This design comes from an exercise in tuning for small area, a short achievable clock period and few clock cycles on the open sky130 flow, not from production work.
The RTL was checked by simulation tests, not by an equivalence proof against the original design.
Power is estimated from default activity; no workload was simulated.

**config.mk**
```make
export PLATFORM = sky130hd
export DESIGN_NAME = proc
export DESIGN_NICKNAME = proc
export VERILOG_FILES = /design/flow/design.v
export SDC_FILE = /design/flow/constraint.sdc
export NUM_CORES = 4
export LEC_CHECK = 0
export ABC_AREA = 1
export CAP_MARGIN = 20
export CORE_MARGIN = 2
export CORE_UTILIZATION = 60
export SETUP_SLACK_MARGIN = 4
export SLEW_MARGIN = 20
```
**constraint.sdc**
```tcl
create_clock -name core_clock -period 10.0 [get_ports {clk}]
set_input_delay 2.0000 -clock core_clock [delete_from_list [all_inputs] [get_ports {clk}]]
set_output_delay 2.0000 -clock core_clock [all_outputs]
set_load 0.01 [all_outputs]
```
**design.v**
```verilog
module cla16 (
  input  [15:0] a,
  input  [15:0] b,
  input         ci,
  output [15:0] s,
  output        co);
  wire [15:0] g0 = a & b;
  wire [15:0] p0 = a ^ b;
  wire [15:0] g1, p1, g2, p2, g3, p3, g4, p4;
  genvar i;
  generate for (i = 0; i < 16; i = i + 1) begin : pfx
    if (i % 2 == 1) begin : l1
      assign g1[i] = g0[i] | (p0[i] & g0[i - 1]);
      assign p1[i] = p0[i] & p0[i - 1];
    end else begin : l1n
      assign g1[i] = g0[i]; assign p1[i] = p0[i];
    end
    if (i % 4 >= 2) begin : l2
      assign g2[i] = g1[i] | (p1[i] & g1[(i / 4) * 4 + 1]);
      assign p2[i] = p1[i] & p1[(i / 4) * 4 + 1];
    end else begin : l2n
      assign g2[i] = g1[i]; assign p2[i] = p1[i];
    end
    if (i % 8 >= 4) begin : l3
      assign g3[i] = g2[i] | (p2[i] & g2[(i / 8) * 8 + 3]);
      assign p3[i] = p2[i] & p2[(i / 8) * 8 + 3];
    end else begin : l3n
      assign g3[i] = g2[i]; assign p3[i] = p2[i];
    end
    if (i >= 8) begin : l4
      assign g4[i] = g3[i] | (p3[i] & g3[7]);
      assign p4[i] = p3[i] & p3[7];
    end else begin : l4n
      assign g4[i] = g3[i]; assign p4[i] = p3[i];
    end
  end endgenerate
  wire [16:0] c = {g4 | (p4 & {16{ci}}), ci};
  assign s  = p0 ^ c[15:0];
  assign co = c[16];
endmodule
module proc (
  input         clk,
  input         rst,
  output [15:0] imem_addr,
  input  [15:0] imem_rdata,
  input         imem_ready,
  output [15:0] dmem_addr,
  output [15:0] dmem_wdata,
  output        dmem_rd,
  output        dmem_wr,
  input  [15:0] dmem_rdata,
  input         dmem_ready,
  output        halt);
  localparam [15:0] NOP = 16'h0800;
  reg [15:0] ir;
  reg [15:0] pc2;
  reg f_pcrel, f_rfmt, f_inv, f_jmp, f_br, f_ld, f_st;
  reg [15:0] r0, r1, r2, r3, r4, r5, r6, r7;
  wire [4:0] op = ir[15:11];
  wire [1:0] fn = ir[1:0];
  wire op_halt  = (op == 5'b00000);
  wire op_j     = (op == 5'b00100);
  wire op_jr    = (op == 5'b00101);
  wire op_jal   = (op == 5'b00110);
  wire op_jalr  = (op == 5'b00111);
  wire op_addi  = (op == 5'b01000);
  wire op_subi  = (op == 5'b01001);
  wire op_xori  = (op == 5'b01010);
  wire op_andni = (op == 5'b01011);
  wire op_br    = (op[4:2] == 3'b011);
  wire op_st    = (op == 5'b10000);
  wire op_ld    = (op == 5'b10001);
  wire op_slbi  = (op == 5'b10010);
  wire op_stu   = (op == 5'b10011);
  wire op_shi   = (op[4:2] == 3'b101);
  wire op_lbi   = (op == 5'b11000);
  wire op_btr   = (op == 5'b11001);
  wire op_shr   = (op == 5'b11010);
  wire op_ar    = (op == 5'b11011);
  wire op_set   = (op[4:2] == 3'b111);
  wire op_mem   = f_ld | f_st;
  wire rfmt     = f_rfmt;                          
  wire inv      = f_inv;                           
  wire imm8f    = op_jr | op_jalr | op_lbi;        
  wire zx5      = op_xori | op_andni;
  wire [15:0] imm = imm8f ? {{8{ir[7]}}, ir[7:0]}
                          : {{11{ir[4] & ~zx5}}, ir[4:0]};
  function [15:0] rsel;
    input [2:0] s;
    input [15:0] a0, a1, a2, a3, a4, a5, a6, a7;
    case (s)
      3'd0: rsel = a0; 3'd1: rsel = a1; 3'd2: rsel = a2; 3'd3: rsel = a3;
      3'd4: rsel = a4; 3'd5: rsel = a5; 3'd6: rsel = a6; default: rsel = a7;
    endcase
  endfunction
  reg  [15:0] rs, rt;
  wire [15:0] rfa = rsel(imem_rdata[10:8], r0, r1, r2, r3, r4, r5, r6, r7);
  wire [15:0] rfb = rsel(imem_rdata[7:5],  r0, r1, r2, r3, r4, r5, r6, r7);
  wire pcrel = f_pcrel;
  wire [15:0] boff = (op_j | op_jal) ? {{5{ir[10]}}, ir[10:0]} : {{8{ir[7]}}, ir[7:0]};
  wire [15:0] y = rfmt ? rt : pcrel ? boff : imm;
  wire [15:0] x = pcrel ? pc2 : rs ^ {16{inv}};
  wire [16:0] sum;
  cla16 add (.a(x), .b(y), .ci(inv), .s(sum[15:0]), .co(sum[16]));
  wire [3:0] cnt  = op_shr ? rt[3:0] : ir[3:0];
  wire [1:0] sk   = op_shr ? fn : op[1:0];         
  wire [3:0] lamt = sk[1] ? (4'd0 - cnt) : cnt;
  wire [31:0] dbl = {rs, rs} << lamt;
  wire [15:0] rot = dbl[31:16];
  wire [15:0] mask_l = 16'hffff << cnt;
  wire [15:0] mask_r = 16'hffff >> cnt;
  wire [15:0] smask = ~sk[0] ? 16'hffff : sk[1] ? mask_r : mask_l;
  wire [15:0] shres = rot & smask;
  wire [15:0] xr = rs ^ y;
  wire eq  = ~|xr;
  wire ovf = (rt[15] ^ rs[15]) & (sum[15] ^ rt[15]);
  wire ge  = ~(sum[15] ^ ovf);                     
  reg setbit;
  always @* begin
    case (op[1:0])
      2'b00: setbit = eq;
      2'b01: setbit = ge & ~eq;                    
      2'b10: setbit = ge;                          
      default: setbit = sum[16];                   
    endcase
  end
  wire [15:0] btr;
  genvar g;
  generate for (g = 0; g < 16; g = g + 1) begin : rev
    assign btr[g] = rs[15 - g];
  end endgenerate
  wire arith = op_addi | op_subi | (op_ar & ~fn[1]) | op_stu;
  wire lxor  = op_xori | (op_ar & fn == 2'b10);
  wire landn = op_andni | (op_ar & fn == 2'b11);
  wire shf   = op_shi | op_shr;
  wire link  = op_jal | op_jalr;
  wire [15:0] res =
      ({16{arith}}  & sum[15:0])
    | ({16{lxor}}   & xr)
    | ({16{landn}}  & (rs & ~y))
    | ({16{shf}}    & shres)
    | ({16{op_set}} & {15'b0, setbit})
    | ({16{op_btr}} & btr)
    | ({16{op_lbi}} & imm)
    | ({16{op_slbi}} & {rs[7:0], ir[7:0]})
    | ({16{link}}   & pc2)
    | ({16{op_ld}}  & dmem_rdata);
  wire misal = op_mem & sum[0];
  assign dmem_addr  = {sum[15:1], 1'b0};
  assign dmem_wdata = rt;
  assign dmem_rd    = f_ld & ~sum[0];
  assign dmem_wr    = f_st & ~sum[0];
  wire stop = op_halt | misal;
  wire hold = stop | ((dmem_rd | dmem_wr) & ~dmem_ready);
  assign halt = stop;
  wire wr = arith | lxor | landn | shf | op_set | op_btr | op_lbi | op_slbi | link | op_ld;
  wire [2:0] wsel = link ? 3'd7
                  : (op_lbi | op_slbi | op_stu) ? ir[10:8]
                  : (rfmt | op_btr) ? ir[4:2]
                  : ir[7:5];
  wire we = wr & ~hold;
  always @(posedge clk) begin
    if (we && wsel == 3'd0) r0 <= res;
    if (we && wsel == 3'd1) r1 <= res;
    if (we && wsel == 3'd2) r2 <= res;
    if (we && wsel == 3'd3) r3 <= res;
    if (we && wsel == 3'd4) r4 <= res;
    if (we && wsel == 3'd5) r5 <= res;
    if (we && wsel == 3'd6) r6 <= res;
    if (we && wsel == 3'd7) r7 <= res;
  end
  wire taken = f_br & (op[1] ? (rs[15] ^ op[0]) : ((rs == 16'b0) ^ op[0]));
  wire [15:0] nxt = (taken | f_jmp) ? sum[15:0] : pc2;
  assign imem_addr = {nxt[15:1], 1'b0};
  wire [15:0] fi = imem_ready ? imem_rdata : NOP;
  always @(posedge clk) begin
    if (!hold) begin
      rs <= (wr && wsel == imem_rdata[10:8]) ? res : rfa;
      rt <= (wr && wsel == imem_rdata[7:5])  ? res : rfb;
    end
  end
  wire [4:0] fo = fi[15:11];
  always @(posedge clk) begin
    if (rst) begin
      ir  <= NOP;
      pc2 <= 16'h0000;
      {f_pcrel, f_rfmt, f_inv, f_jmp, f_br, f_ld, f_st} <= 7'b0;
    end else if (!hold) begin
      ir  <= fi;
      pc2 <= imem_ready ? nxt + 16'd2 : nxt;
      f_pcrel <= (fo[4:2] == 3'b011) | (fo == 5'b00100) | (fo == 5'b00110);
      f_rfmt  <= (fo == 5'b11011) | (fo == 5'b11010) | (fo[4:2] == 3'b111);
      f_inv   <= (fo == 5'b01001) | (fo == 5'b11011 && fi[1:0] == 2'b01)
               | (fo == 5'b11101) | (fo == 5'b11110);
      f_jmp   <= (fo[4:2] == 3'b001);
      f_br    <= (fo[4:2] == 3'b011);
      f_ld    <= (fo == 5'b10001);
      f_st    <= (fo == 5'b10000) | (fo == 5'b10011);
    end
  end
endmodule
```
**flow/run.sh**
```bash
#!/bin/bash
# The standard layout, with two changes: ports are buffered with buf_1 cells
# (instead of the clkdlybuf4s50_1 that buffer_ports picks by default), and
# the resizer may change a cell's footprint when it sizes cells up or down.
set -euo pipefail
bash standard.sh MATCH_CELL_FOOTPRINT=0 "BUFFER_PORTS_ARGS=-buffer_cell sky130_fd_sc_hd__buf_1" finish > flow_make.log 2>&1
```
**standard.sh**
```bash
#!/bin/bash
# synth_recipe.tcl (not shown) runs the flow's synth.tcl, then flattens the netlist and writes it again
# the make line also repeats each setting of config.mk as NAME=value (left out here)
make -C /OpenROAD-flow-scripts/flow DESIGN_CONFIG=/design/flow/config.mk WORK_HOME=/design/flow/orfs CLKGATE_MAP_FILE= SYNTH_SCRIPT=/design/flow/synth_recipe.tcl "${@:-finish}"
```
==> reports/qor.json, run 1 <==
{
  "status": {
    "outcome": "timing/DRC/antenna clean"
  },
  "sta": {
    "skew_ps": 24.6,
    "rsz0062_at_grt": "no",
    "timing.final.hold_violations": 0,
    "period_minus_slack_ps": 5790,
    "post-route-period-util": 0.579,
    "setup_tns_ps": 0,
    "setup_slack_ps": 4210,
    "finalMaxSlewViolations": 0,
    "fmaxAchievable_mhz": 173,
    "finalSetupViolCount": 0,
    "measured_slew_at_the_worst_slew_check_pin_ps": 1150,
    "timing.slew.headroom": 0.230
  },
  "floorplanning": {
    "initial_utilization": 0.611,
    "floorplan.io_pins": 87,
    "die_outline_area_um2": 23400,
    "die_width_um": 153,
    "core_area_um2": 21800,
    "core.rowCount": 54,
    "fp.dieH_um": 153
  },
  "setup_path": {
    "setup.worst_path.start": "f_pcrel",
    "setup.worst_path.end": "imem_addr[15]",
    "regToRegEndpoint": "rs[3]",
    "critical_path.max_fanout": 18,
    "crit_path_end_kind": "primary output",
    "reg2reg_setup_slack_ps": 5380,
    "worstSetupStartpointType": "flip-flop",
    "cp.arrival_ps": 3790,
    "worstSetupPathType": "flip-flop to primary output",
    "critical_path.reg2reg.startpoint": "ir[13]",
    "worst_ep_required_time_ps": 8000,
    "count_of_cells_along_the_worst_register_to_register_path": 17
  },
  "logic_synthesis": {
    "number_of_flops_mapped_to_enable_cells_by_yosys": 160,
    "syn_area_per_cell_um2": 7.91,
    "synth.yosys.warnings": 1,
    "netlist-cell-type-count": 62,
    "synth_async_sr_flop_share": 0,
    "synth_top_area_frac": 0.360,
    "ys_top_cells_by_area": "sky130_fd_sc_hd__edfxtp_1 36%, sky130_fd_sc_hd__nand2_1 9.9%, sky130_fd_sc_hd__inv_1 6.6%",
    "synth_largest_area_cell": "sky130_fd_sc_hd__edfxtp_1",
    "synth_area_um2": 13300,
    "syn-instance-count": 1686,
    "synth_flop_cell": "sky130_fd_sc_hd__edfxtp_1",
    "synth_seq_cells": 199,
    "synth_seq_area_share": 0.419
  },
  "placement": {
    "globalplace.congestion": 1.01,
    "buffer_ports.inserted": 84,
    "dpl.cell_count": 1982,
    "post_dp_cell_area_um2": 13700,
    "detailedPlace.worstSlack_ps": 4140,
    "detailedPlacementHpwl_um": 33600
  },
  "power": {
    "internal_power_consumption_mw": 1.64,
    "sequentialPowerShare": 0.389,
    "peak_ir_drop_on_the_vdd_network_uv": 110,
    "clkPwrFrac": 0.279,
    "p_per_area_nw_per_um2": 194,
    "sw_frac_of_total": 0.415,
    "comb_power_share": 0.333,
    "netSwitchingPower_mw": 1.16,
    "leakage_nw": 6.15
  },
  "clock_tree": {
    "cts_root_buffer": "sky130_fd_sc_hd__clkbuf_16",
    "tritoncts.num_buffers": 17,
    "worst_skew_pair.late_latency_ps": 460,
    "clk_path_buf_depth": 2,
    "clkSinkCount": 199,
    "cts_tree": "yes",
    "clkTransAtPathRegs_ps": 90,
    "htree_num_levels": 4,
    "cts_stage_hold_buffer_count": 0
  },
  "route": {
    "drc": 0,
    "route.final.wire_length_um": 46400,
    "routed_via_count": 12900,
    "detailedRoute.firstPassIterationCount": 6,
    "route.detailed.wl_per_inst_um": 23.0,
    "viasPerCell": 6.39,
    "number_of_drc_markers_after_the_initial_detailed_route_iteration": 1844,
    "final_antenna_net_count": 0
  },
  "global_routing": {
    "grt_start_max_net_pins": 61,
    "grt_first_pass_wirelength_um": 70300,
    "grt-ovfl-total": 0,
    "grt_antenna_before_repair": 0,
    "first_global_vias": 12200,
    "global_route_total_usage_across_every_layer": 0.393
  },
  "min_path": {
    "worst_hold_path_type": "flip-flop to flip-flop",
    "hold_depth": 2
  },
  "layout": {
    "final-instance-count-excl-fill": 2018,
    "synthToLayoutAreaGrowth_pct": 8.45,
    "design.final.nets": 1799,
    "final_common_cell": "sky130_fd_sc_hd__nand2_1",
    "layout.cells.most_common_list": "348 x sky130_fd_sc_hd__nand2_1, 233 x sky130_fd_sc_hd__inv_1, 160 x sky130_fd_sc_hd__edfxtp_1, 125 x sky130_fd_sc_hd__nor2_1, 103 x sky130_fd_sc_hd__a21oi_1",
    "proportion_of_layout_cells_with_a_drive_suffix_above_1": 0.0857,
    "diodes": 0,
    "finish.instance_area_um2": 14500
  },
  "run": {
    "max_cap_viol_count": 0
  }
}
[cells by family (layout without fill, tap and decap cells)]
| kind of cell | count (synthesis) | after routing | share of synthesized area |
|---|---|---|---|
| adders and majority gates | 38 | 38 | 0.0362 |
| and+or+nand+nor | 620 | 620 | 0.199 |
| other | 1 | 2 | 0.000281 |
| buffers and inverters | 346 | 397 | 0.108 |
| muxes | 2 | 2 | 0.00160 |
| DFF | 199 | 199 | 0.419 |
| xor gates and xnor gates | 33 | 33 | 0.0231 |
| AOI/OAI and AO/OA | 447 | 447 | 0.212 |
[worst min path at each step]
stage,start,endpoint,slack [ps]
6_report,f_jmp,f_jmp,480
5_1_grt,f_jmp,f_jmp,530
4_1_cts,f_jmp,f_jmp,480
3_5_place_dp,f_jmp,f_jmp,470
3_3_place_gp,f_jmp,f_jmp,460
2_1_floorplan,f_jmp,f_jmp,450
[worst max-delay path, stage by stage (launching register included)]
cell	delay, ps
sky130_fd_sc_hd__dfxtp_1	530
sky130_fd_sc_hd__clkinvlp_4	400
sky130_fd_sc_hd__o211ai_1	360
sky130_fd_sc_hd__nand2_1	170
sky130_fd_sc_hd__nand2_4	130
sky130_fd_sc_hd__o21ai_1	110
sky130_fd_sc_hd__inv_1	100
sky130_fd_sc_hd__ha_2	320
sky130_fd_sc_hd__nand2_1	130
sky130_fd_sc_hd__nor2_1	60
sky130_fd_sc_hd__inv_1	100
sky130_fd_sc_hd__nor2_1	70
sky130_fd_sc_hd__a211oi_2	280
sky130_fd_sc_hd__o211ai_1	140
sky130_fd_sc_hd__nand2_1	130
sky130_fd_sc_hd__nand2_1	60
sky130_fd_sc_hd__nand2_1	110
sky130_fd_sc_hd__clkbuf_2	140
[flip-flops by register name (all words and copies together), names as in the netlist, 16 cells and up]
name and flops:
r2 16, rt 16, pc2 16, r7 16
r4 16, r6 16, r3 16, rs 16
r0 16, r1 16, r5 16, ir 16
[per-layer routing]
metal  share of wire  up-vias  global-route usage
li1                -     5916                   -
met1            0.36     5917               0.490
met2            0.46      863               0.640
met3            0.10      205              0.0638
met4           0.070        0               0.246
met5               0        -                   0
[synthesized netlist by cell type (all sizes together), types with 13 or more instances]
cell type	count
inv	258
edfxtp	160
o221ai	42
o22ai	76
nor2	134
nand3	84
buf	38
xor2	13
nand2	360
a21oi	107
o211ai	29
xnor2	20
ha	37
nand4	25
o21ai	134
dfxtp	39
clkbuf	48
[final cells by class]
cell class                      count  area, um^2
Clock inverter                     15         230
Timing Repair inverter              1        5.00
Sequential cell                   199        5590
Tap cell                          280         350
Fill cell                        1898        7360
Multi-Input combinational cell   1142        6410
Inverter                          260         982
Timing Repair Buffer              104         467
Clock buffer                       17         425
[stage by stage]
stage	util	hold slack (ps)	power (mW)
global placement	0.626	456	1.98
global route	0.663	526	2.91
floorplan	-	445	1.73
CTS	0.657	482	2.74
finish	0.663	483	2.80
detailed placement	0.626	469	1.98
[power by group through the flow]
stage          logic [mW]  registers, mW  clock network (mW)
2_1_floorplan       0.674           1.06                   0
3_3_place_gp        0.876           1.10                   0
3_5_place_dp        0.882           1.10                   0
4_1_cts             0.890           1.08               0.774
5_1_grt              1.02           1.09               0.800
6_report            0.931           1.09               0.779
[repair_timing]
action | 4_1_cts | 5_1_grt
setup endpoints to repair | 9 | 12
resized for setup | 5 | 33
pin swaps | 2 | 5
gates cloned | 1 | 0
buffers inserted | 1 | 2
Testbench counts, summed over its fixed seeds: cycles 20,438.
==> run 2: changes to the inputs <==
==> flow/run.sh (replaced) <==
#!/bin/bash
# The standard layout, with two changes: ports are buffered with buf_1 cells
# (instead of the clkdlybuf4s50_1 that buffer_ports picks by default), and
# the resizer may change a cell's footprint when it sizes cells up or down.
set -euo pipefail
bash standard.sh MATCH_CELL_FOOTPRINT=0 SETUP_SLACK_MARGIN=6 "BUFFER_PORTS_ARGS=-buffer_cell sky130_fd_sc_hd__buf_1" finish > flow_make.log 2>&1
==> run 2 against run 1 <==
  * Register-to-register slack improved by 480 ps
  * Utilization rose by 8.4 points
  * Flip-flop and latch count did not move
  * Global-route usage rose by 2.2 points
  * Clock-buffer cell count did not move
  * Total power rose by 17%
  * Critical path type unchanged
  * Critical endpoint is now imem_addr[10]
  * Highest routed layer unchanged
==> reports/qor.json, run 2 <==
{
  "power": {
    "comb_power_share": 0.433,
    "clkPwrFrac": 0.237,
    "sw_frac_of_total": 0.410,
    "peak_ir_drop_on_the_vdd_network_uv": 118,
    "leakage_nw": 6.96,
    "p_per_area_nw_per_um2": 201,
    "internal_power_consumption_mw": 1.94,
    "sequentialPowerShare": 0.330,
    "netSwitchingPower_mw": 1.35
  },
  "floorplanning": {
    "fp.dieH_um": 153,
    "core.rowCount": 54,
    "core_area_um2": 21800,
    "die_width_um": 153,
    "floorplan.io_pins": 87,
    "die_outline_area_um2": 23400,
    "initial_utilization": 0.611
  },
  "logic_synthesis": {
    "synth_async_sr_flop_share": 0,
    "yosys.area_share.xor_xnor": 0.0231,
    "synth_area_um2": 13300,
    "synth_simple_gate_area_frac": 0.199,
    "synth_seq_area_share": 0.419,
    "synth_seq_cells": 199,
    "largest_family_of_logic_cells_by_synthesized_area": "compound AO/OA/AOI/OAI gates",
    "yosys-top-cells-count": "350 x sky130_fd_sc_hd__nand2_1, 234 x sky130_fd_sc_hd__inv_1, 160 x sky130_fd_sc_hd__edfxtp_1, 126 x sky130_fd_sc_hd__nor2_1, 107 x sky130_fd_sc_hd__a21oi_1",
    "syn_area_per_cell_um2": 7.91,
    "synth.yosys.warnings": 1,
    "netlist-cell-type-count": 62,
    "yosys.area_share.adder": 0.0362,
    "synth_compound_gate_area_share": 0.212,
    "synth.area.mux_share": 0.00160,
    "yosys.cell_count.top_type": "sky130_fd_sc_hd__nand2_1",
    "synth_largest_area_cell": "sky130_fd_sc_hd__edfxtp_1",
    "syn-instance-count": 1686,
    "number_of_flops_mapped_to_enable_cells_by_yosys": 160,
    "ys_top_cells_by_area": "sky130_fd_sc_hd__edfxtp_1 36%, sky130_fd_sc_hd__nand2_1 9.9%, sky130_fd_sc_hd__inv_1 6.6%",
    "synth_top_area_frac": 0.360,
    "synth_flop_cell": "sky130_fd_sc_hd__edfxtp_1"
  },
  "route": {
    "route.detailed.wl_per_inst_um": 23.9,
    "detailedRoute.firstPassIterationCount": 6,
    "routed_via_count": 13700,
    "viasPerCell": 6.47,
    "number_of_drc_markers_after_the_initial_detailed_route_iteration": 1894,
    "route.final.wire_length_um": 50600,
    "m1WireLength_um": 18100,
    "final_antenna_net_count": 0,
    "top_signal_layer_used": "met4",
    "wl_met3_um": 5540,
    "drc": 0,
    "wl_met2_um": 23100
  },
  "sta": {
    "skew_ps": 19.9,
    "measured_slew_at_the_worst_slew_check_pin_ps": 1200,
    "final.hold.worst_slack_ps": 510,
    "timing.final.hold_violations": 0,
    "finalMaxSlewViolations": 0,
    "finalSetupViolCount": 0,
    "rsz0062_at_grt": "yes",
    "timing.slew.headroom": 0.195,
    "setup_tns_ps": 0,
    "fmaxAchievable_mhz": 185,
    "period_minus_slack_ps": 5420,
    "setup_slack_ps": 4580,
    "post-route-period-util": 0.542
  },
  "layout": {
    "final_common_cell": "sky130_fd_sc_hd__nand2_1",
    "design.final.nets": 1898,
    "diodes": 0,
    "layout.cells.most_common_list": "301 x sky130_fd_sc_hd__nand2_1, 211 x sky130_fd_sc_hd__inv_1, 160 x sky130_fd_sc_hd__edfxtp_1, 114 x sky130_fd_sc_hd__nor2_1",
    "multi_input_area_um2": 7240,
    "synthToLayoutAreaGrowth_pct": 22.2,
    "fillers": 1598,
    "post-route-util": 0.747,
    "layout.area.seq_um2": 5620,
    "proportion_of_layout_cells_with_a_drive_suffix_above_1": 0.231
  },
  "status": {
    "outcome": "timing/DRC/antenna clean"
  },
  "placement": {
    "detailedPlace.worstSlack_ps": 4740,
    "buffer_ports.inserted": 84,
    "globalplace.congestion": 1.01,
    "detailedPlacementHpwl_um": 33700
  },
  "min_path": {
    "worst_hold_path_type": "flip-flop to flip-flop",
    "hold_path.startpoint": "f_st"
  },
  "run": {
    "max_cap_viol_count": 0
  },
  "clock_tree": {
    "clk_path_buf_depth": 2,
    "clkTransAtPathRegs_ps": 90,
    "cts_root_buffer": "sky130_fd_sc_hd__clkbuf_16",
    "worst_skew_pair.late_latency_ps": 470,
    "tritoncts.num_buffers": 17,
    "cts_stage_hold_buffer_count": 0,
    "clkSinkCount": 199,
    "cts_tree": "yes",
    "htree_num_levels": 4
  },
  "setup_path": {
    "timing.critical_path.slowest_stage_cell": "sky130_fd_sc_hd__o211ai_1",
    "cp.arrival_ps": 3420,
    "cells_traversed_along_the_worst_timing_path": "inv_4 -> nor2_4 -> nand2_2 -> nor2_2 -> a21oi_2 -> o211ai_1 -> buf_4 -> o21ai_2 -> nand2_1 -> o21ai_2 -> inv_2 -> ha_4 -> nand2_1 -> nand2_2 -> a21oi_4 -> nand3_4 -> nand2_4 -> nand2_1 -> nand2_2 -> nand2_4 -> o21ai_4 -> buf_6",
    "critical_path.max_fanout": 4,
    "reg2reg_setup_slack_ps": 5860,
    "crit_path_max_incr_delay_ps": 370,
    "setup.worst_path.start": "ir[13]",
    "worstSetupPathType": "flip-flop to primary output",
    "critical_path.reg2reg.startpoint": "ir[13]",
    "worst_ep_required_time_ps": 8000,
    "worstSetupStartpointType": "flip-flop",
    "crit_path_end_kind": "primary output"
  },
  "global_routing": {
    "grt_start_max_net_pins": 61,
    "grt_antenna_before_repair": 0,
    "first_global_vias": 12900,
    "grt-ovfl-total": 0,
    "global_route_total_usage_across_every_layer": 0.415,
    "grt_first_pass_wirelength_um": 74100
  }
}
## run 2: changes by cell type in the layout (fill, tap and decap cells not counted), moves of 22 or more
cell / previous run / this run
sky130_fd_sc_hd__nand2_2: 8 / 41
sky130_fd_sc_hd__buf_6: 0 / 35
sky130_fd_sc_hd__buf_4: 20 / 99
sky130_fd_sc_hd__buf_1: 83 / 53
sky130_fd_sc_hd__nand2_1: 348 / 301
sky130_fd_sc_hd__inv_1: 233 / 211
## run 2: power groups by stage
stage | Combinational [mW] | Clock (mW) | Sequential, mW
after floorplan | 0.750 | 0 | 1.06
after global placement | 0.928 | 0 | 1.11
after detailed placement | 0.939 | 0 | 1.11
after CTS | 1.25 | 0.778 | 1.08
after global routing | 1.51 | 0.802 | 1.08
final | 1.42 | 0.777 | 1.08
## run 2: through the flow
stage | instance area [um^2] | total power, mW | std cells
5_1_grt | 16300 | 3.40 | 2117
3_5_place_dp | 13900 | 2.05 | 1979
3_3_place_gp | 13900 | 2.03 | 1979
4_1_cts | 15700 | 3.11 | 2084
2_1_floorplan | 13700 | 1.81 | 1687
6_report | 16300 | 3.28 | 2117
## run 2: what timing repair did
| action | CTS | global route |
|---|---|---|
| resized for setup | 182 | 74 |
| setup endpoints to repair | 193 | 137 |
| cloned | 2 | 3 |
| setup buffers | 71 | 29 |
| pin swaps | 71 | 49 |
## run 2: per-layer routing
layer | GRT usage | up-vias
li1 | - | 6119
met1 | 0.523 | 6257
met2 | 0.669 | 1052
met3 | 0.0686 | 260
met4 | 0.258 | 0
met5 | 0 | -
## run 2: final timing paths
kind,endpoint,depth (start not counted)
hold / removal,f_st,2
setup / recovery,imem_addr[10],22
hold reg to reg,f_st,2
setup reg to reg,rs[0],27
## run 2: critical path: cells and delay by family (launching register included)
family | cells | cell delay, ps
AOI/OAI and AO/OA | 6 | 890
adders and majority gates | 1 | 220
buffers and inverters | 4 | 460
DFF | 1 | 360
and+or+nand+nor | 11 | 1030
## run 2: final cells by class
type                            count  area share
Sequential cell                   199       0.345
Tap cell                          280      0.0215
Timing Repair Buffer              199      0.0877
Clock buffer                       17      0.0261
Multi-Input combinational cell   1147       0.445
Clock inverter                     15      0.0142
Inverter                          260      0.0613
## run 2: logic make-up after synthesis
logic type / Yosys count
muxes: 2
adders and majority gates: 38
and+or+nand+nor: 620
buffers and inverters: 346
DFF: 199
other: 1
xor gates and xnor gates: 33
AOI/OAI and AO/OA: 447
==> run 3: changes to the inputs <==
--- a/design.v
+++ b/design.v
@@ -172,30 +172,30 @@
   wire taken = f_br & (op[1] ? (rs[15] ^ op[0]) : ((rs == 16'b0) ^ op[0]));
   wire [15:0] nxt = (taken | f_jmp) ? sum[15:0] : pc2;
   assign imem_addr = {nxt[15:1], 1'b0};
-  wire [15:0] fi = imem_ready ? imem_rdata : NOP;
+  wire [15:0] fi = imem_rdata;
+  wire [4:0] fo = fi[15:11];
+  wire [4:0] fop = imem_ready ? fo : NOP[15:11];
   always @(posedge clk) begin
     if (!hold) begin
       rs <= (wr && wsel == imem_rdata[10:8]) ? res : rfa;
       rt <= (wr && wsel == imem_rdata[7:5])  ? res : rfb;
-    end
-  end
-  wire [4:0] fo = fi[15:11];
-  always @(posedge clk) begin
-    if (rst) begin
-      ir  <= NOP;
-      pc2 <= 16'h0000;
-      {f_pcrel, f_rfmt, f_inv, f_jmp, f_br, f_ld, f_st} <= 7'b0;
-    end else if (!hold) begin
-      ir  <= fi;
-      pc2 <= imem_ready ? nxt + 16'd2 : nxt;
+      ir[10:0] <= fi[10:0];
       f_pcrel <= (fo[4:2] == 3'b011) | (fo == 5'b00100) | (fo == 5'b00110);
       f_rfmt  <= (fo == 5'b11011) | (fo == 5'b11010) | (fo[4:2] == 3'b111);
       f_inv   <= (fo == 5'b01001) | (fo == 5'b11011 && fi[1:0] == 2'b01)
                | (fo == 5'b11101) | (fo == 5'b11110);
-      f_jmp   <= (fo[4:2] == 3'b001);
-      f_br    <= (fo[4:2] == 3'b011);
-      f_ld    <= (fo == 5'b10001);
-      f_st    <= (fo == 5'b10000) | (fo == 5'b10011);
+    end
+    if (rst) begin
+      ir[15:11] <= NOP[15:11];
+      pc2 <= 16'h0000;
+      {f_jmp, f_br, f_ld, f_st} <= 4'b0;
+    end else if (!hold) begin
+      ir[15:11] <= fop;
+      pc2 <= imem_ready ? nxt + 16'd2 : nxt;
+      f_jmp   <= (fop[4:2] == 3'b001);
+      f_br    <= (fop[4:2] == 3'b011);
+      f_ld    <= (fop == 5'b10001);
+      f_st    <= (fop == 5'b10000) | (fop == 5'b10011);
     end
   end
 endmodule
==> flow/run.sh (replaced) <==
#!/bin/bash
# The standard layout, with two changes: ports are buffered with buf_1 cells
# (instead of the clkdlybuf4s50_1 that buffer_ports picks by default), and
# the resizer may change a cell's footprint when it sizes cells up or down.
set -euo pipefail
bash standard.sh MATCH_CELL_FOOTPRINT=0 "BUFFER_PORTS_ARGS=-buffer_cell sky130_fd_sc_hd__buf_1" finish > flow_make.log 2>&1
==> run 3 against run 2 <==
  * Highest routed layer unchanged
  * Synthesized area decreased by 0.63%
  * Critical path depth decreased by 2
  * Still clean on timing, DRC and antenna
  * Routed wire length decreased by 10%
  * Final cell count decreased by 6.0%
  * Worst hold slack got worse by 2.9 ps
  * Flip-flop and latch count unchanged
==> reports/qor.json, run 3 <==
{
  "sta": {
    "fmaxAchievable_mhz": 172,
    "setup_slack_ps": 4190,
    "timing.slew.headroom": 0.198,
    "measured_slew_at_the_worst_slew_check_pin_ps": 1200,
    "post-route-period-util": 0.581,
    "finalSetupViolCount": 0,
    "rsz0062_at_grt": "no",
    "final.hold.worst_slack_ps": 507,
    "finalMaxSlewViolations": 0,
    "timing.final.hold_violations": 0,
    "period_minus_slack_ps": 5810,
    "skew_ps": 29.7,
    "setup_tns_ps": 0
  },
  "logic_synthesis": {
    "number_of_flops_mapped_to_enable_cells_by_yosys": 174,
    "synth_top_area_frac": 0.394,
    "ys_top_cells_by_area": "sky130_fd_sc_hd__edfxtp_1 39%, sky130_fd_sc_hd__nand2_1 9.4%, sky130_fd_sc_hd__inv_1 6.8%",
    "synth_flop_cell": "sky130_fd_sc_hd__edfxtp_1",
    "synth.yosys.warnings": 1,
    "synth_seq_area_share": 0.432,
    "synth_largest_area_cell": "sky130_fd_sc_hd__edfxtp_1",
    "synth_area_um2": 13200,
    "synth_async_sr_flop_share": 0,
    "netlist-cell-type-count": 57,
    "syn_area_per_cell_um2": 8.03,
    "syn-instance-count": 1650,
    "yosys.cell_count.top_type": "sky130_fd_sc_hd__nand2_1",
    "yosys-top-cells-count": "331 x sky130_fd_sc_hd__nand2_1, 241 x sky130_fd_sc_hd__inv_1, 174 x sky130_fd_sc_hd__edfxtp_1, 126 x sky130_fd_sc_hd__nor2_1, 107 x sky130_fd_sc_hd__a21oi_1",
    "synth_seq_cells": 199
  },
  "setup_path": {
    "reg2reg_setup_slack_ps": 5730,
    "count_of_cells_along_the_worst_register_to_register_path": 12,
    "crit_path_end_kind": "primary output",
    "worstSetupPathType": "flip-flop to primary output",
    "worstSetupStartpointType": "flip-flop",
    "critical_path.reg2reg.startpoint": "f_pcrel",
    "critical_path.max_fanout": 6,
    "worst_ep_required_time_ps": 8000,
    "cp.arrival_ps": 3810,
    "regToRegEndpoint": "r6[8]"
  },
  "power": {
    "leakage_nw": 6.06,
    "peak_ir_drop_on_the_vdd_network_uv": 129,
    "p_per_area_nw_per_um2": 227
  },
  "floorplanning": {
    "core_area_um2": 21800,
    "initial_utilization": 0.609,
    "fp.dieH_um": 153,
    "core.rowCount": 54,
    "floorplan.io_pins": 87,
    "die_outline_area_um2": 23300,
    "die_width_um": 153
  },
  "layout": {
    "layout.cells.most_common_list": "331 x sky130_fd_sc_hd__nand2_1, 239 x sky130_fd_sc_hd__inv_1, 174 x sky130_fd_sc_hd__edfxtp_1, 121 x sky130_fd_sc_hd__nor2_1, 104 x sky130_fd_sc_hd__a21oi_1",
    "design.final.nets": 1772,
    "proportion_of_layout_cells_with_a_drive_suffix_above_1": 0.0888,
    "diodes": 0,
    "fillers": 1909,
    "multi_input_area_um2": 6180,
    "final_common_cell": "sky130_fd_sc_hd__nand2_1",
    "final-instance-count-excl-fill": 1991,
    "synthToLayoutAreaGrowth_pct": 8.46,
    "post-route-util": 0.661,
    "layout.area.seq_um2": 5730
  },
  "global_routing": {
    "grt-ovfl-total": 0,
    "global_route_total_usage_across_every_layer": 0.383,
    "grt_start_max_net_pins": 71,
    "grt_first_pass_wirelength_um": 68000,
    "first_global_vias": 11600,
    "grt_antenna_before_repair": 0
  },
  "run": {
    "max_cap_viol_count": 0
  },
  "clock_tree": {
    "cts_tree": "yes",
    "cts_stage_hold_buffer_count": 0,
    "cts_root_buffer": "sky130_fd_sc_hd__clkbuf_16",
    "htree_num_levels": 4,
    "clkSinkCount": 199,
    "worst_skew_pair.late_latency_ps": 460,
    "clk_path_buf_depth": 2,
    "tritoncts.num_buffers": 17,
    "clkTransAtPathRegs_ps": 100
  },
  "placement": {
    "detailedPlacementHpwl_um": 33400,
    "buffer_ports.inserted": 84,
    "dpl.cell_count": 1951,
    "detailedPlace.worstSlack_ps": 3970,
    "globalplace.congestion": 1.04
  },
  "route": {
    "routed_via_count": 12600,
    "m1WireLength_um": 17000,
    "viasPerCell": 6.34,
    "drc": 0,
    "wl_met3_um": 5000,
    "top_signal_layer_used": "met4",
    "route.final.wire_length_um": 45500,
    "number_of_drc_markers_after_the_initial_detailed_route_iteration": 1572,
    "final_antenna_net_count": 0,
    "wl_met2_um": 20800,
    "route.detailed.wl_per_inst_um": 22.9,
    "detailedRoute.firstPassIterationCount": 8
  },
  "min_path": {
    "worst_hold_path_type": "flip-flop to flip-flop",
    "hold_path.startpoint": "f_st",
    "hold_depth": 2,
    "min_to": "f_st"
  },
  "status": {
    "outcome": "timing/DRC/antenna clean"
  }
}
run 3: how the worst max path moves through the flow:
stage	from	end	slack (ps)	cells past startpoint
3_3_place_gp	f_pcrel	imem_addr[15]	4110	17
4_1_cts	ir[15]	imem_addr[15]	4010	20
6_report	ir[13]	dmem_addr[15]	4190	20
2_1_floorplan	f_inv	imem_addr[15]	4890	15
5_1_grt	ir[13]	imem_addr[15]	3970	21
3_5_place_dp	f_pcrel	imem_addr[15]	3970	17
run 3: what timing repair did:
action                     in CTS  in global routing
setup endpoints to repair      11                 11
gates resized for setup         4                 35
setup buffers                   1                  6
cloned                          0                  1
pin swaps                       1                  3
run 3: layout make-up:
cell class,instances,area share
multi-input combinational,1106,0.430
sequential,199,0.399
inverter,267,0.0700
timing repair buffer,106,0.0335
clock buffer,17,0.0296
tap,280,0.0244
clock inverter,15,0.0132
timing repair inverter,1,0.000522
run 3: stage by stage:
stage | total power, mW | cell area (um^2)
floorplan | 2.10 | 13300
global placement | 2.45 | 13600
detailed placement | 2.47 | 13600
CTS | 3.19 | 14200
global route | 3.42 | 14400
finish | 3.27 | 14400
run 3: cell families (layout without fill, tap and decap cells):
family	after synthesis	count (layout)	share of synthesized area
adders and majority gates	38	38	0.0365
DFF	199	199	0.432
other	1	2	0.000283
buffers and inverters	346	406	0.110
and+or+nand+nor	602	602	0.196
xor gates and xnor gates	34	34	0.0239
muxes	3	3	0.00236
AOI/OAI and AO/OA	427	427	0.199
run 3: critical path, cell delays in order, from the launching register on:
cell and delay [ps]:
sky130_fd_sc_hd__dfxtp_2 370, sky130_fd_sc_hd__inv_2 70, sky130_fd_sc_hd__nor2_4 110, sky130_fd_sc_hd__nand2_1 90, sky130_fd_sc_hd__nor2_1 140, sky130_fd_sc_hd__a21oi_2 70
sky130_fd_sc_hd__o211ai_1 320, sky130_fd_sc_hd__nand2_1 100, sky130_fd_sc_hd__nand2_1 220, sky130_fd_sc_hd__o21ai_0 190, sky130_fd_sc_hd__inv_1 150, sky130_fd_sc_hd__ha_4 170
sky130_fd_sc_hd__nand2_1 120, sky130_fd_sc_hd__nor3_2 230, sky130_fd_sc_hd__nand3_1 120, sky130_fd_sc_hd__nand3_2 130, sky130_fd_sc_hd__inv_1 60, sky130_fd_sc_hd__o21bai_2 140
sky130_fd_sc_hd__xor2_1 210, sky130_fd_sc_hd__buf_4 160, sky130_fd_sc_hd__buf_1 210
run 3: metal layers:
metal,vias to the layer above,GRT usage
li1,5774,-
met1,5853,0.496
met3,179,0.0794
met2,816,0.608
met5,-,0
met4,0,0.204
run 3: report_power, final:
part,internal (mW),total [mW],switching (mW)
Sequential,1.04,1.16,0.124
Clock,0.344,0.724,0.380
Combinational,0.424,1.39,0.961
Testbench counts of run 3, summed over its fixed seeds: cycles 20,438.
==> run 4: changes to the inputs <==
--- a/config.mk
+++ b/config.mk
@@ -9,5 +9,6 @@
 export CAP_MARGIN = 20
 export CORE_MARGIN = 2
 export CORE_UTILIZATION = 60
-export SETUP_SLACK_MARGIN = 4
+export SETUP_SLACK_MARGIN = 4.5
 export SLEW_MARGIN = 20
+export TNS_END_PERCENT = 0
==> run 4 against run 3 <==
  * Utilization is 1.7 points higher
  * Design area up 2.6%
  * Synthesized cell count unchanged
  * Routed wire length up 0.93%
  * Sequential share of layout area shrank 0.96 points
  * Largest power group unchanged
  * Critical path depth is 2 lower
  * Sequential power about the same
  * Flip-flop and latch count unchanged
  * Synthesized area unchanged
  * Setup slack improved by 300 ps
  * Global-route usage grew 0.62 points
  * Critical path type unchanged
  * Via count rose by 0.60%
==> reports/qor.json, run 4 <==
{
  "layout": {
    "layout.area.seq_um2": 5740,
    "fillers": 1850,
    "synthToLayoutAreaGrowth_pct": 11.3,
    "layout.cells.most_common_list": "321 x sky130_fd_sc_hd__nand2_1, 231 x sky130_fd_sc_hd__inv_1, 174 x sky130_fd_sc_hd__edfxtp_1, 120 x sky130_fd_sc_hd__nor2_1, 102 x sky130_fd_sc_hd__a21oi_1",
    "design.final.nets": 1786,
    "diodes": 0,
    "final_common_cell": "sky130_fd_sc_hd__nand2_1",
    "proportion_of_layout_cells_with_a_drive_suffix_above_1": 0.120,
    "multi_input_area_um2": 6420
  },
  "sta": {
    "measured_slew_at_the_worst_slew_check_pin_ps": 1200,
    "final.hold.worst_slack_ps": 511,
    "timing.final.hold_violations": 0,
    "skew_ps": 25.7,
    "fmaxAchievable_mhz": 182,
    "period_minus_slack_ps": 5510,
    "finalMaxSlewViolations": 0,
    "finalSetupViolCount": 0,
    "rsz0062_at_grt": "yes",
    "post-route-period-util": 0.551,
    "timing.slew.headroom": 0.201,
    "setup_tns_ps": 0
  },
  "power": {
    "peak_ir_drop_on_the_vdd_network_uv": 127,
    "total_power_mw": 3.40,
    "leakage_nw": 6.17,
    "sequentialPowerShare": 0.341,
    "sw_frac_of_total": 0.448,
    "comb_power_share": 0.447,
    "internal_power_consumption_mw": 1.88,
    "clkPwrFrac": 0.213,
    "p_per_area_nw_per_um2": 231,
    "netSwitchingPower_mw": 1.52
  },
  "route": {
    "route.detailed.wl_per_inst_um": 22.9,
    "final_antenna_net_count": 0,
    "drc": 0,
    "routed_via_count": 12700,
    "route.final.wire_length_um": 45900,
    "detailedRoute.firstPassIterationCount": 9,
    "viasPerCell": 6.33,
    "number_of_drc_markers_after_the_initial_detailed_route_iteration": 1497
  },
  "setup_path": {
    "worst_ep_required_time_ps": 8000,
    "count_of_cells_along_the_worst_register_to_register_path": 12,
    "worstSetupStartpointType": "flip-flop",
    "path_depth": 18,
    "cells_traversed_along_the_worst_timing_path": "buf_4 -> nor2_4 -> a31oi_2 -> nand2_1 -> o211ai_1 -> a22oi_2 -> inv_1 -> ha_1 -> nand2_1 -> nor3_4 -> nand3_2 -> nand3_4 -> inv_2 -> o21bai_4 -> xor2_2 -> nand2_1 -> o21ai_2 -> buf_2",
    "cpMostUsedCell": "sky130_fd_sc_hd__nand2_1",
    "critPathTopFamily": "simple AND/OR/NAND/NOR gates",
    "setup.worst_path.start": "ir[13]",
    "crit_path_max_incr_delay_ps": 370,
    "critical_path.max_fanout": 4,
    "timing.critical_path.slowest_stage_cell": "sky130_fd_sc_hd__dfxtp_4",
    "critical_path.reg2reg.startpoint": "f_pcrel",
    "regToRegEndpoint": "r6[8]",
    "setup.worst_path.end": "imem_addr[15]",
    "cp.arrival_ps": 3510,
    "crit_path_end_kind": "primary output",
    "cp.buffers_inverters": 4,
    "reg2reg_setup_slack_ps": 5740,
    "worstSetupPathType": "flip-flop to primary output"
  },
  "logic_synthesis": {
    "yosys.cell_count.top_type": "sky130_fd_sc_hd__nand2_1",
    "synth_area_um2": 13200,
    "synth.yosys.warnings": 1,
    "synth_seq_cells": 199,
    "synth_top_area_frac": 0.394,
    "synth_flop_cell": "sky130_fd_sc_hd__edfxtp_1",
    "netlist-cell-type-count": 57,
    "synth_seq_area_share": 0.432,
    "ys_top_cells_by_area": "sky130_fd_sc_hd__edfxtp_1 39%, sky130_fd_sc_hd__nand2_1 9.4%, sky130_fd_sc_hd__inv_1 6.8%",
    "syn_area_per_cell_um2": 8.03,
    "synth_async_sr_flop_share": 0,
    "syn-instance-count": 1650,
    "number_of_flops_mapped_to_enable_cells_by_yosys": 174,
    "synth_largest_area_cell": "sky130_fd_sc_hd__edfxtp_1",
    "yosys-top-cells-count": "331 x sky130_fd_sc_hd__nand2_1, 241 x sky130_fd_sc_hd__inv_1, 174 x sky130_fd_sc_hd__edfxtp_1, 126 x sky130_fd_sc_hd__nor2_1, 107 x sky130_fd_sc_hd__a21oi_1"
  },
  "clock_tree": {
    "clkTransAtPathRegs_ps": 90,
    "cts_tree": "yes",
    "clkSinkCount": 199,
    "cts_root_buffer": "sky130_fd_sc_hd__clkbuf_16",
    "cts_stage_hold_buffer_count": 0,
    "htree_num_levels": 4,
    "tritoncts.num_buffers": 17,
    "worst_skew_pair.late_latency_ps": 460,
    "clk_path_buf_depth": 2
  },
  "placement": {
    "buffer_ports.inserted": 84,
    "detailedPlacementHpwl_um": 33400,
    "globalplace.congestion": 1.04
  },
  "min_path": {
    "worst_hold_path_type": "flip-flop to flip-flop",
    "hold_path.startpoint": "f_st"
  },
  "global_routing": {
    "first_global_vias": 11800,
    "grt_start_max_net_pins": 71,
    "grt_first_pass_wirelength_um": 69200,
    "grt_antenna_before_repair": 0,
    "grt-ovfl-total": 0,
    "global_route_total_usage_across_every_layer": 0.389
  },
  "floorplanning": {
    "fp.dieH_um": 153,
    "initial_utilization": 0.609,
    "die_outline_area_um2": 23300,
    "die_width_um": 153,
    "floorplan.io_pins": 87,
    "core.rowCount": 54,
    "core_area_um2": 21800
  },
  "status": {
    "outcome": "timing/DRC/antenna clean"
  },
  "run": {
    "max_cap_viol_count": 0
  }
}
[run 4: worst register-to-register path: stages (launching register included)]
cell                         delay, ps
sky130_fd_sc_hd__edfxtp_1          580
sky130_fd_sc_hd__clkinvlp_4        420
sky130_fd_sc_hd__nand2_1           160
sky130_fd_sc_hd__o21a_1            150
sky130_fd_sc_hd__inv_1              50
sky130_fd_sc_hd__fa_1              620
sky130_fd_sc_hd__nand2_1            70
sky130_fd_sc_hd__o21ai_0           160
sky130_fd_sc_hd__nand2_1           200
sky130_fd_sc_hd__a21oi_1           250
sky130_fd_sc_hd__nand2_1           160
sky130_fd_sc_hd__nor2_1            790
sky130_fd_sc_hd__buf_4             350
[run 4: per-stage QoR]
stage	cells	instance area, um^2	utilization	setup WS [ps]
after floorplan	1651	13300	-	4890
after global placement	1951	13600	0.624	4110
after detailed placement	1951	13600	0.624	3970
after CTS	2001	14600	0.671	4510
after global routing	2005	14700	0.678	4290
final	2005	14700	0.678	4490
[run 4: kinds of logic (layout without fill, tap and decap cells)]
family	after synthesis	after routing	synth area share
DFF	199	199	0.432
adders and majority gates	38	38	0.0365
AOI/OAI and AO/OA	427	427	0.199
xor gates and xnor gates	34	34	0.0239
buffers and inverters	346	420	0.110
other	1	2	0.000283
muxes	3	3	0.00236
and+or+nand+nor	602	602	0.196
[run 4: timing repair]
item                                    in CTS  in global routing
resized for setup                           78                 26
gates cloned                                 1                  0
endpoints found under the setup margin      23                 16
pin swaps                                   18                 19
buffers inserted                            17                  4
[run 4: layout make-up]
type,count,share of cell area
Sequential cell,199,0.389
Clock buffer,17,0.0289
Timing Repair inverter,1,0.000509
Inverter,267,0.0688
Multi-Input combinational cell,1106,0.436
Clock inverter,15,0.0129
Tap cell,280,0.0238
Timing Repair Buffer,120,0.0400
[run 4: layer usage]
metal  track usage  up-vias  routed length, um
li1              -     5801                  -
met1         0.504     5796              16600
met2         0.611      889              20600
met3        0.0816      212               5480
met4         0.220        0               3220
met5             0        -                  0
[run 4: power by group through the flow]
stage	Combinational, mW	Clock [mW]	Sequential, mW
after floorplan	0.997	0	1.11
after global placement	1.28	0	1.17
after detailed placement	1.30	0	1.17
after CTS	1.42	0.724	1.15
after global routing	1.65	0.751	1.16
final	1.52	0.724	1.16
[run 4: how the worst min path moves through the flow]
stage	endpoint	slack (ps)	cells past startpoint
after detailed placement	f_st	490	2
final	f_st	510	2
after CTS	f_st	510	2
after global placement	f_st	480	2
after floorplan	f_st	470	2
after global routing	f_st	530	2
==> run 5: changes to the inputs <==
--- a/design.v
+++ b/design.v
@@ -52,12 +52,13 @@
   input         dmem_ready,
   output        halt);
   localparam [15:0] NOP = 16'h0800;
-  reg [15:0] ir;
+  reg [4:0] op;            
+  reg [1:0] fn;            
+  reg [2:0] wsel;          
+  reg [15:0] yi;           
   reg [15:0] pc2;
   reg f_pcrel, f_rfmt, f_inv, f_jmp, f_br, f_ld, f_st;
   reg [15:0] r0, r1, r2, r3, r4, r5, r6, r7;
-  wire [4:0] op = ir[15:11];
-  wire [1:0] fn = ir[1:0];
   wire op_halt  = (op == 5'b00000);
   wire op_j     = (op == 5'b00100);
   wire op_jr    = (op == 5'b00101);
@@ -81,10 +82,6 @@
   wire op_mem   = f_ld | f_st;
   wire rfmt     = f_rfmt;                          
   wire inv      = f_inv;                           
-  wire imm8f    = op_jr | op_jalr | op_lbi;        
-  wire zx5      = op_xori | op_andni;
-  wire [15:0] imm = imm8f ? {{8{ir[7]}}, ir[7:0]}
-                          : {{11{ir[4] & ~zx5}}, ir[4:0]};
   function [15:0] rsel;
     input [2:0] s;
     input [15:0] a0, a1, a2, a3, a4, a5, a6, a7;
@@ -97,12 +94,11 @@
   wire [15:0] rfa = rsel(imem_rdata[10:8], r0, r1, r2, r3, r4, r5, r6, r7);
   wire [15:0] rfb = rsel(imem_rdata[7:5],  r0, r1, r2, r3, r4, r5, r6, r7);
   wire pcrel = f_pcrel;
-  wire [15:0] boff = (op_j | op_jal) ? {{5{ir[10]}}, ir[10:0]} : {{8{ir[7]}}, ir[7:0]};
-  wire [15:0] y = rfmt ? rt : pcrel ? boff : imm;
+  wire [15:0] y = rfmt ? rt : yi;
   wire [15:0] x = pcrel ? pc2 : rs ^ {16{inv}};
   wire [16:0] sum;
   cla16 add (.a(x), .b(y), .ci(inv), .s(sum[15:0]), .co(sum[16]));
-  wire [3:0] cnt  = op_shr ? rt[3:0] : ir[3:0];
+  wire [3:0] cnt  = y[3:0];
   wire [1:0] sk   = op_shr ? fn : op[1:0];         
   wire [3:0] lamt = sk[1] ? (4'd0 - cnt) : cnt;
   wire [31:0] dbl = {rs, rs} << lamt;
@@ -141,8 +137,8 @@
     | ({16{shf}}    & shres)
     | ({16{op_set}} & {15'b0, setbit})
     | ({16{op_btr}} & btr)
-    | ({16{op_lbi}} & imm)
-    | ({16{op_slbi}} & {rs[7:0], ir[7:0]})
+    | ({16{op_lbi}} & yi)
+    | ({16{op_slbi}} & {rs[7:0], yi[7:0]})
     | ({16{link}}   & pc2)
     | ({16{op_ld}}  & dmem_rdata);
   wire misal = op_mem & sum[0];
@@ -154,10 +150,6 @@
   wire hold = stop | ((dmem_rd | dmem_wr) & ~dmem_ready);
   assign halt = stop;
   wire wr = arith | lxor | landn | shf | op_set | op_btr | op_lbi | op_slbi | link | op_ld;
-  wire [2:0] wsel = link ? 3'd7
-                  : (op_lbi | op_slbi | op_stu) ? ir[10:8]
-                  : (rfmt | op_btr) ? ir[4:2]
-                  : ir[7:5];
   wire we = wr & ~hold;
   always @(posedge clk) begin
     if (we && wsel == 3'd0) r0 <= res;
@@ -175,22 +167,35 @@
   wire [15:0] fi = imem_rdata;
   wire [4:0] fo = fi[15:11];
   wire [4:0] fop = imem_ready ? fo : NOP[15:11];
+  wire f_j    = (fo == 5'b00100) | (fo == 5'b00110);                          
+  wire f_imm8 = (fo[4:2] == 3'b011) | (fo == 5'b00101) | (fo == 5'b00111)     
+              | (fo == 5'b11000) | (fo == 5'b10010);                          
+  wire f_zx5  = (fo == 5'b01010) | (fo == 5'b01011);                          
+  wire [15:0] f_imm = f_j    ? {{5{fi[10]}}, fi[10:0]}
+                    : f_imm8 ? {{8{fi[7]}}, fi[7:0]}
+                    : {{11{fi[4] & ~f_zx5}}, fi[4:0]};
+  wire [2:0] f_wsel = (fo == 5'b00110 || fo == 5'b00111) ? 3'd7               
+                    : (fo == 5'b11000 || fo == 5'b10010 || fo == 5'b10011) ? fi[10:8]   
+                    : (fo[4:3] == 2'b11) ? fi[4:2]                              
+                    : fi[7:5];
   always @(posedge clk) begin
     if (!hold) begin
       rs <= (wr && wsel == imem_rdata[10:8]) ? res : rfa;
       rt <= (wr && wsel == imem_rdata[7:5])  ? res : rfb;
-      ir[10:0] <= fi[10:0];
+      fn   <= fi[1:0];
+      wsel <= f_wsel;
+      yi   <= f_imm;
       f_pcrel <= (fo[4:2] == 3'b011) | (fo == 5'b00100) | (fo == 5'b00110);
       f_rfmt  <= (fo == 5'b11011) | (fo == 5'b11010) | (fo[4:2] == 3'b111);
       f_inv   <= (fo == 5'b01001) | (fo == 5'b11011 && fi[1:0] == 2'b01)
                | (fo == 5'b11101) | (fo == 5'b11110);
     end
     if (rst) begin
-      ir[15:11] <= NOP[15:11];
+      op  <= NOP[15:11];
       pc2 <= 16'h0000;
       {f_jmp, f_br, f_ld, f_st} <= 4'b0;
     end else if (!hold) begin
-      ir[15:11] <= fop;
+      op  <= fop;
       pc2 <= imem_ready ? nxt + 16'd2 : nxt;
       f_jmp   <= (fop[4:2] == 3'b001);
       f_br    <= (fop[4:2] == 3'b011);
--- a/config.mk
+++ b/config.mk
@@ -9,6 +9,6 @@
 export CAP_MARGIN = 20
 export CORE_MARGIN = 2
 export CORE_UTILIZATION = 60
-export SETUP_SLACK_MARGIN = 4.5
+export SETUP_SLACK_MARGIN = 5
 export SLEW_MARGIN = 20
 export TNS_END_PERCENT = 0
==> run 5 against run 4 <==
  * Critical path type unchanged
  * Routed wire length up 4.8%
  * Critical path depth is 4 lower
  * Clock skew fell by 2.0 ps
  * Setup slack better by 340 ps
  * Via count grew 2.9%
  * Final cell count rose by 1.5%
  * Total power down 13%
  * Combinational power is 26% lower
  * Non-clock buffer count up 32
  * Clock power grew 5.1%
  * Flip-flop and latch count is 3 higher
==> reports/qor.json, run 5 <==
{
  "sta": {
    "skew_ps": 23.7,
    "timing.slew.headroom": 0.186,
    "timing.final.hold_violations": 0,
    "finalSetupViolCount": 0,
    "final.hold.worst_slack_ps": 504,
    "finalMaxSlewViolations": 0,
    "setup_tns_ps": 0,
    "post-route-period-util": 0.517,
    "fmaxAchievable_mhz": 194,
    "period_minus_slack_ps": 5170,
    "measured_slew_at_the_worst_slew_check_pin_ps": 1220,
    "rsz0062_at_grt": "yes"
  },
  "route": {
    "number_of_drc_markers_after_the_initial_detailed_route_iteration": 1857,
    "viasPerCell": 6.42,
    "detailedRoute.firstPassIterationCount": 6,
    "route.final.wire_length_um": 48100,
    "drc": 0,
    "routed_via_count": 13100,
    "route.detailed.wl_per_inst_um": 23.6,
    "final_antenna_net_count": 0
  },
  "clock_tree": {
    "clkSinkCount": 202,
    "clkTransAtPathRegs_ps": 60,
    "clk_path_buf_depth": 3,
    "cts_root_buffer": "sky130_fd_sc_hd__clkbuf_16",
    "cts_tree": "yes",
    "htree_num_levels": 1,
    "worst_skew_pair.late_latency_ps": 510,
    "tritoncts.num_buffers": 22
  },
  "logic_synthesis": {
    "synth.area.mux_share": 0.00225,
    "synth.yosys.warnings": 1,
    "yosys.cell_count.top_type": "sky130_fd_sc_hd__nand2_1",
    "synth_largest_area_cell": "sky130_fd_sc_hd__edfxtp_1",
    "synth_compound_gate_area_share": 0.195,
    "synth_flop_cell": "sky130_fd_sc_hd__edfxtp_1",
    "largest_family_of_logic_cells_by_synthesized_area": "compound AO/OA/AOI/OAI gates",
    "synth_area_um2": 13400,
    "synth_top_area_frac": 0.398,
    "synth_simple_gate_area_frac": 0.193,
    "synth_seq_area_share": 0.436,
    "syn_area_per_cell_um2": 8.12,
    "yosys.area_share.xor_xnor": 0.0256,
    "syn-instance-count": 1644,
    "ys_top_cells_by_area": "sky130_fd_sc_hd__edfxtp_1 40%, sky130_fd_sc_hd__nand2_1 9.4%, sky130_fd_sc_hd__inv_1 7.1%",
    "synth_async_sr_flop_share": 0,
    "netlist-cell-type-count": 60,
    "yosys.area_share.adder": 0.0362,
    "number_of_flops_mapped_to_enable_cells_by_yosys": 177,
    "synth_seq_cells": 202,
    "yosys-top-cells-count": "334 x sky130_fd_sc_hd__nand2_1, 254 x sky130_fd_sc_hd__inv_1, 177 x sky130_fd_sc_hd__edfxtp_1, 111 x sky130_fd_sc_hd__nor2_1, 89 x sky130_fd_sc_hd__a21oi_1"
  },
  "setup_path": {
    "setup.worst_path.end": "dmem_addr[15]",
    "worstSetupPathType": "flip-flop to primary output",
    "worstSetupStartpointType": "flip-flop",
    "crit_path_end_kind": "primary output",
    "critical_path.reg2reg.startpoint": "f_rfmt",
    "critical_path.max_fanout": 5,
    "setup.worst_path.start": "rs[6]",
    "worst_ep_required_time_ps": 8000,
    "regToRegEndpoint": "rt[1]",
    "reg2reg_setup_slack_ps": 5710,
    "count_of_cells_along_the_worst_register_to_register_path": 17,
    "cp.arrival_ps": 3170
  },
  "floorplanning": {
    "die_outline_area_um2": 23500,
    "fp.dieH_um": 153,
    "die_width_um": 153,
    "floorplan.io_pins": 87,
    "core_area_um2": 21800,
    "core.rowCount": 54,
    "initial_utilization": 0.612
  },
  "power": {
    "comb_power_share": 0.383,
    "leakage_nw": 6.35,
    "sequentialPowerShare": 0.360,
    "p_per_area_nw_per_um2": 192,
    "internal_power_consumption_mw": 1.83,
    "netSwitchingPower_mw": 1.14,
    "sw_frac_of_total": 0.384,
    "clkPwrFrac": 0.257,
    "peak_ir_drop_on_the_vdd_network_uv": 206,
    "total_power_mw": 2.96
  },
  "layout": {
    "fillers": 1701,
    "layout.cells.most_common_list": "309 x sky130_fd_sc_hd__nand2_1, 245 x sky130_fd_sc_hd__inv_1, 177 x sky130_fd_sc_hd__edfxtp_1, 102 x sky130_fd_sc_hd__nor2_1, 83 x sky130_fd_sc_hd__o22ai_1",
    "design.final.nets": 1815,
    "proportion_of_layout_cells_with_a_drive_suffix_above_1": 0.149,
    "final_common_cell": "sky130_fd_sc_hd__nand2_1",
    "diodes": 0,
    "synthToLayoutAreaGrowth_pct": 15.5
  },
  "global_routing": {
    "grt_start_max_net_pins": 69,
    "global_route_total_usage_across_every_layer": 0.395,
    "first_global_vias": 12200,
    "grt-ovfl-total": 0,
    "grt_antenna_before_repair": 0,
    "grt_first_pass_wirelength_um": 71300
  },
  "min_path": {
    "worst_hold_path_type": "flip-flop to flip-flop"
  },
  "placement": {
    "globalplace.congestion": 1.05,
    "detailedPlacementHpwl_um": 33000,
    "buffer_ports.inserted": 84
  },
  "status": {
    "outcome": "timing/DRC/antenna clean"
  },
  "run": {
    "max_cap_viol_count": 0
  }
}
[run 5: cell count changes after synthesis, sizes merged, moves of 7 or more]
cell,change
nand2,+16
nand4,+7
o21a,+17
inv,+7
nand3,-9
buf,+7
xnor2,+7
a21oi,-22
a211oi,-7
o21ai,-29
nor2,-15
[run 5: logic make-up after synthesis]
family | Yosys count
fa+ha+maj | 38
compound gates | 405
simple gates | 600
buf+inv | 359
xor+xnor | 36
flops | 202
other cells | 1
mux | 3
[run 5: layout make-up]
type	count	area [um^2]	share of cell area
inverters	276	1050	0.0679
clock inverters	11	103	0.00665
multi-input cells	1085	6640	0.431
flip-flops and latches	202	5820	0.377
clock buffers	28	573	0.0372
repair buffers	152	881	0.0571
well taps	280	350	0.0227
repair inverters	2	12.5	0.000811
[run 5: power groups by stage]
stage	logic (mW)	registers, mW	clock network (mW)
floorplan	0.660	1.05	0
global placement	0.838	1.09	0
finish	1.13	1.07	0.761
CTS	0.969	1.06	0.761
global route	1.21	1.07	0.790
detailed placement	0.848	1.09	0
[run 5: metrics by stage]
stage	instances	setup WS (ps)	area (um^2)	util
5_1_grt	2036	4740	15400	0.707
3_3_place_gp	1939	4580	13700	0.626
2_1_floorplan	1645	5080	13400	-
4_1_cts	2016	4980	14900	0.682
3_5_place_dp	1939	4400	13700	0.626
6_report	2036	4830	15400	0.707
[run 5: worst min path at each step]
stage,cells after the start,endpoint,startpoint
after floorplan,2,f_ld,f_ld
after CTS,2,op[2],op[2]
after global placement,2,f_ld,f_ld
after detailed placement,2,op[2],op[2]
final,2,op[2],op[2]
after global routing,2,op[2],op[2]
[run 5: timing repair]
item / CTS / global route
setup buffers: 35 / 18
gates cloned: 3 / 2
endpoints found under the setup margin: 31 / 23
resized for setup: 70 / 92
hold buffers: 0 / 0
pin swaps: 19 / 35
[run 5: worst max-delay path, cell delays in order, from the launching register on]
cell and delay [ps]:
sky130_fd_sc_hd__edfxtp_1 590, sky130_fd_sc_hd__xnor2_1 320, sky130_fd_sc_hd__a21oi_2 90, sky130_fd_sc_hd__ha_1 340, sky130_fd_sc_hd__nand2_2 120, sky130_fd_sc_hd__inv_2 60
sky130_fd_sc_hd__a21oi_4 190, sky130_fd_sc_hd__nand2_2 100, sky130_fd_sc_hd__nand2_2 90, sky130_fd_sc_hd__nand3_2 100, sky130_fd_sc_hd__nand2_2 90, sky130_fd_sc_hd__nand2_4 60
sky130_fd_sc_hd__xor2_2 160, sky130_fd_sc_hd__buf_4 160, sky130_fd_sc_hd__buf_1 190
[run 5: metal layers]
metal	part of all wire	up-vias	track usage
met5	0	-	0
met4	0.064	0	0.180
met3	0.11	223	0.0522
li1	-	5838	-
met1	0.37	6068	0.528
met2	0.46	932	0.647
Testbench counts of run 5, summed over its fixed seeds: cycles 20,438.
==> run 6: changes to the inputs <==
--- a/config.mk
+++ b/config.mk
@@ -9,6 +9,6 @@
 export CAP_MARGIN = 20
 export CORE_MARGIN = 2
 export CORE_UTILIZATION = 60
-export SETUP_SLACK_MARGIN = 5
+export SETUP_SLACK_MARGIN = 4.5
 export SLEW_MARGIN = 20
 export TNS_END_PERCENT = 0
==> run 6 against run 5 <==
  * Still clean on timing, DRC and antenna
  * Routed wire length decreased by 6.2%
  * Clock-buffer cell count is 4 lower
  * Fmax shrank 2.4%
  * Total power shrank 8.1%
  * First-iteration DRC count down 17%
  * Utilization fell by 4.1 points
  * Design area shrank 5.9%
  * Critical path depth grew 1
  * Sequential share of layout area rose by 2.3 points
  * Flip-flop and latch count unchanged
  * Largest cell class unchanged
  * Largest power group is now sequential cells
==> reports/qor.json, run 6 <==
{
  "status": {
    "outcome": "timing/DRC/antenna clean"
  },
  "clock_tree": {
    "cts_tree": "yes",
    "tritoncts.num_buffers": 21,
    "htree_num_levels": 1,
    "cts_root_buffer": "sky130_fd_sc_hd__clkbuf_16",
    "clkSinkCount": 202,
    "clkTransAtPathRegs_ps": 60
  },
  "min_path": {
    "worst_hold_path_type": "flip-flop to flip-flop",
    "hold_path.startpoint": "f_ld",
    "hold_depth": 2,
    "min_to": "f_ld"
  },
  "logic_synthesis": {
    "synth_async_sr_flop_share": 0,
    "yosys.cell_count.top_type": "sky130_fd_sc_hd__nand2_1",
    "synth_area_um2": 13400,
    "synth_top_area_frac": 0.398
  },
  "sta": {
    "rsz0062_at_grt": "yes",
    "setup_tns_ps": 0,
    "finalMaxSlewViolations": 0,
    "final.hold.worst_slack_ps": 492,
    "skew_ps": 26.1,
    "timing.final.hold_violations": 0,
    "fmaxAchievable_mhz": 189
  },
  "setup_path": {
    "worstSetupStartpointType": "flip-flop",
    "crit_path_end_kind": "primary output",
    "regToRegEndpoint": "rs[12]"
  },
  "route": {
    "routed_via_count": 12500,
    "route.final.wire_length_um": 45200,
    "number_of_drc_markers_after_the_initial_detailed_route_iteration": 1539,
    "route.detailed.wl_per_inst_um": 22.7,
    "viasPerCell": 6.27,
    "final_antenna_net_count": 0,
    "drc": 0
  },
  "floorplanning": {
    "core_area_um2": 21800,
    "initial_utilization": 0.612,
    "die_width_um": 153,
    "fp.dieH_um": 153,
    "floorplan.io_pins": 87,
    "core.rowCount": 54
  },
  "power": {
    "leakage_nw": 5.99
  },
  "placement": {
    "globalplace.congestion": 1.01,
    "post_dp_cell_area_um2": 13700,
    "dpl.cell_count": 1938
  },
  "global_routing": {
    "grt_first_pass_wirelength_um": 68400,
    "first_global_vias": 11600,
    "global_route_total_usage_across_every_layer": 0.380
  },
  "layout": {
    "proportion_of_layout_cells_with_a_drive_suffix_above_1": 0.0819,
    "final_common_cell": "sky130_fd_sc_hd__nand2_1",
    "fillers": 1825
  },
  "run": {
    "max_cap_viol_count": 0
  }
}
run 6: logic make-up after synthesis:
kind of cell | synth area share
buffers and inverters | 0.112
adders and majority gates | 0.0362
and+or+nand+nor | 0.193
other | 0.000281
DFF | 0.436
xor gates and xnor gates | 0.0256
muxes | 0.00225
AOI/OAI and AO/OA | 0.195
run 6: report_power, final:
group | switching (mW) | internal (mW) | leakage, nW | total, mW
Combinational | 0.626 | 0.283 | 3.77 | 0.909
Clock | 0.324 | 0.417 | 0.312 | 0.741
Sequential | 0.0770 | 0.994 | 1.91 | 1.07
Total | 1.03 | 1.69 | 5.99 | 2.72
run 6: timing repair:
| action | CTS | global route |
|---|---|---|
| setup endpoints to repair | 21 | 7 |
| resized for setup | 6 | 22 |
| pin swaps | 0 | 1 |
| cloned | 1 | 0 |
| setup buffers | 8 | 5 |
run 6: metal layers:
layer	part of all wire	vias to the layer above	global-route usage
met3	0.10	156	0.0573
met1	0.37	5787	0.494
met4	0.052	0	0.172
met2	0.47	788	0.633
li1	-	5751	-
met5	0	-	0
run 6: worst max path at each step:
| stage | depth (start not counted) | endpoint | from | slack, ps |
|---|---|---|---|---|
| finish | 15 | imem_addr[10] | f_rfmt | 4710 |
| global route | 19 | imem_addr[15] | f_pcrel | 4480 |
| CTS | 16 | imem_addr[15] | f_rfmt | 4510 |
| detailed placement | 15 | imem_addr[15] | f_rfmt | 4550 |
| global placement | 13 | imem_addr[15] | f_inv | 4610 |
| floorplan | 14 | imem_addr[15] | f_inv | 4920 |
run 6: cell type report:
cell class / instances / area [um^2] / area share
Clock buffer: 24 / 537 / 0.0370
Clock inverter: 14 / 119 / 0.00819
Inverter: 276 / 1040 / 0.0716
Multi-Input combinational cell: 1084 / 6130 / 0.422
Sequential cell: 202 / 5820 / 0.401
Tap cell: 280 / 350 / 0.0241
Timing Repair Buffer: 109 / 523 / 0.0360
Timing Repair inverter: 1 / 7.51 / 0.000517
run 6: critical path, delay by kind of cell, from the launching register on:
family,cells,cell delay [ps]
buf+inv,2,380
fa+ha+maj,1,350
simple gates,10,970
flops,1,400
xor+xnor,1,310
compound gates,1,360

Re-timed with assumed drivers on the ports (clkbuf_16 on the clock, buf_2 on other inputs), run 6 has 4.661 ns of setup slack against 4.706 ns with ideal ports, and 5.203 ns once port delays also move by the mid clock arrival of 0.542 ns.
